Source: an optimization exercise on an open RTL-to-GDS flow (aim: small area and a short achievable clock period). Production flows keep margins and buffers that such runs may drop. Only simulation tests tie the RTL to the original design; equivalence was not proved. Power figures rest on the tool's default switching activity, not on a simulated workload.

## v26
## MyFloatAccum
module MyFloatAccum #(
   parameter DATA_W   = 32,
   parameter STRIDE_W = 16,
   parameter DELAY_W  = 7
) (
   input clk,
   input rst,
   input run,
   input running,
   input [STRIDE_W-1:0] strideMinusOne,
   input [DATA_W-1:0] in0,
   (* versat_latency = 4 *) output reg [31:0] out0,
   input [DELAY_W-1:0] delay0
);
   localparam CNT_W = (STRIDE_W > DELAY_W) ? STRIDE_W : DELAY_W;
   reg [CNT_W-1:0] delay;
   always @(posedge clk, posedge rst) begin
      if (rst) begin
         delay <= 0;
      end else if (run) begin
         delay <= delay0;
      end else if (|delay) begin
         delay <= delay - 1;
      end else begin
         delay <= strideMinusOne;
      end
   end
   wire [55:0] win0;
   wire [ 7:0] selLo;
   wire [ 8:1] selHi;
   wire [ 8:0] selConst;
   wire        cin;
   FloatToLargeInteger conv (
      .in_i      (in0),
      .win_o     (win0),
      .selLo_o   (selLo),
      .selHi_o   (selHi),
      .selConst_o(selConst),
      .cin_o     (cin)
   );
   reg  [55:0] win0_reg;
   reg  [ 7:0] selLo_reg;
   reg  [ 8:1] selHi_reg;
   reg  [ 8:0] selConst_reg;
   reg         cin_reg;
   reg         doAccum_2;
   always @(posedge clk, posedge rst) begin
      if (rst) begin
         doAccum_2   <= 0;
         win0_reg    <= 0;
         selLo_reg   <= 0;
         selHi_reg   <= 0;
         selConst_reg <= 0;
         cin_reg     <= 0;
      end else if (running) begin
         doAccum_2   <= (delay == 0);
         win0_reg    <= win0;
         selLo_reg   <= selLo;
         selHi_reg   <= selHi;
         selConst_reg <= selConst;
         cin_reg     <= cin;
      end
   end
   wire [278:0] addend;
   FloatToLargeIntegerPlace place (
      .win_i    (win0_reg),
      .selLo_i  (selLo_reg),
  ...
export LEC_CHECK = 0
export CAP_MARGIN = 20
export CORE_MARGIN = 2
export CORE_UTILIZATION = 55
export SLEW_MARGIN = 20
create_clock -name core_clock -period 12.0 [get_ports {clk}]
standard.sh (not shown) runs the stock make flow with config.mk's settings and CLKGATE_MAP_FILE= SYNTH_SCRIPT=/design/flow/synth_recipe.tcl, a recipe that flattens the netlist after the stock synthesis.
==> flow/flow/run.sh <==
#!/bin/bash
set -o pipefail
cp standard.sh standard_sh_copy.log
export SETUP_SLACK_MARGIN=7.25
export CTS_ARGS="-sink_clustering_enable -repair_clock_nets -dont_use_dummy_load -buf_list sky130_fd_sc_hd__clkbuf_8"
export BUFFER_PORTS_ARGS="-inputs -outputs -buffer_cell sky130_fd_sc_hd__buf_1"
bash standard.sh > standard.log 2>&1
Input-level comparison between v31 and v26:
--- a/flow/flow/run.sh
+++ b/flow/flow/run.sh
@@ -4 +4 @@
-export SETUP_SLACK_MARGIN=7.25
+export SETUP_SLACK_MARGIN=7
@@ -6 +5,0 @@
-export BUFFER_PORTS_ARGS="-inputs -outputs -buffer_cell sky130_fd_sc_hd__buf_1"
### Flow results
Origin of the worst setup path: accum[145] -> v31, win0_reg[29] -> v26. In the metrics for v26 and v31, the one carrying the higher final critical delay including setup and external delays is v31. Per the comparison of v31 with v26, post-route non-filler standard cell count went down by about 1.6%, global-route usage increased by 0.58 points relative to the old numbers, switching power summed over all nets stayed essentially flat. v26 reports its capturing instance or port of the critical path as accum[158] while v31 reports carry_reg. Sequential cell area share on v31 is up relative to v26. The critical path depth reported for v31 is smaller than that of v26 by 2. v31 gives less leakage power total than v26 did. v31 improves on v26 in total power. In v31, via count is lower than in v26. Between v26 and v31, final core area utilization decreased.

* * *

MyFloatAccum again, from the RTL that the note above started with.
export LEC_CHECK = 0
export CAP_MARGIN = 20
export CORE_MARGIN = 2
export CORE_UTILIZATION = 55
export SLEW_MARGIN = 20
create_clock -name core_clock -period 12.0 [get_ports {clk}]
==> flow/flow/run.sh <==
#!/bin/bash
set -o pipefail
cp standard.sh standard_sh_copy.log
export SETUP_SLACK_MARGIN=7
export CTS_ARGS="-sink_clustering_enable -repair_clock_nets -dont_use_dummy_load -sink_clustering_size 18 -sink_clustering_max_diameter 130"
export BUFFER_PORTS_ARGS="-inputs -outputs -buffer_cell sky130_fd_sc_hd__buf_1"
bash standard.sh > standard.log 2>&1
Next try:
==> flow/flow/run.sh (replaced) <==
#!/bin/bash
set -o pipefail
cp standard.sh standard_sh_copy.log
export SETUP_SLACK_MARGIN=7
bash standard.sh > standard.log 2>&1
Outcome: The new run ran to the end with no violations; power came out higher by roughly a tenth; worst setup slack gets better by 0.040 ns; via count came out higher by a few percent; wire length came out higher by a few percent; cell area came out higher by a few percent; sequential share of layout area came out lower by 0.93 points; sequential power hardly moves; maximum frequency came out higher slightly; cell count came out higher slightly; first-iteration DRC count came out higher by a little under a tenth; die area does not change.
Next try:
--- a/flow/flow/run.sh
+++ b/flow/flow/run.sh
@@ -4,0 +5,2 @@
+export CTS_ARGS="-sink_clustering_enable -repair_clock_nets -dont_use_dummy_load"
+export BUFFER_PORTS_ARGS="-inputs -outputs -buffer_cell sky130_fd_sc_hd__buf_1"
Clock power went down by about 20%.
Non-clock buffer count rises by 7.
Maximum frequency grows by 0.81%.
Next try:
--- a/flow/flow/run.sh
+++ b/flow/flow/run.sh
@@ -5 +5 @@
-export CTS_ARGS="-sink_clustering_enable -repair_clock_nets -dont_use_dummy_load"
+export CTS_ARGS="-sink_clustering_enable -repair_clock_nets -dont_use_dummy_load -buf_list sky130_fd_sc_hd__clkbuf_8"
Worst setup slack is better by 0.0075 ns.
Routed wire length stays flat.
Total power is lower by 2.2%.
Cell count is about the same.
Combinational power is lower by about 2%.
Cell area is lower by 1.4%.
Sequential share of layout area is higher by 0.25 points.
Count of clock-buffer cells in the layout is higher by 32.
Non-clock buffer count is lower by 36.
Maximum frequency hardly moves.

-- separate check: timing with driven ports --
In the flow no input, the clock included, has a driving cell. The finished layouts below were timed again as built, in two steps. Step 1, drivers: a clkbuf_16 drives clk and a buf_2 each remaining input, both assumed. Step 2 also shifts input and output timing later by t, the mid clock arrival at the registers, as if the neighbouring blocks saw the same clock. Three values: no drivers, after step 1, after step 2; two values: the first two.
run	t (ns)	slack for setup (ns)	worst register clock-pin slew, ns	worst data-port slew with drivers (ns)	cell pins on the clock port's net
v26	0.812	7.012 / 7.012 / 6.612	0.07 / 0.07	0.04	1
v31	0.827	6.779 / 6.779 / 6.313	0.06 / 0.06	0.04	1
the first run of note 2	0.726	6.791 / 6.791 / 6.537	0.10 / 0.10	0.03	1
the second run of note 2	0.766	6.831 / 6.831 / 6.426	0.08 / 0.08	0.04	1
the third run of note 2	0.705	6.873 / 6.873 / 6.517	0.07 / 0.07	0.04	1
the fourth run of note 2	0.810	6.880 / 6.880 / 6.393	0.06 / 0.06	0.04	1
After both steps setup and hold are still met in every run listed. For the fourth run of note 2, which loses most, drivers alone change the setup slack by 0.000 ns; drivers and shift together by -0.487 ns.
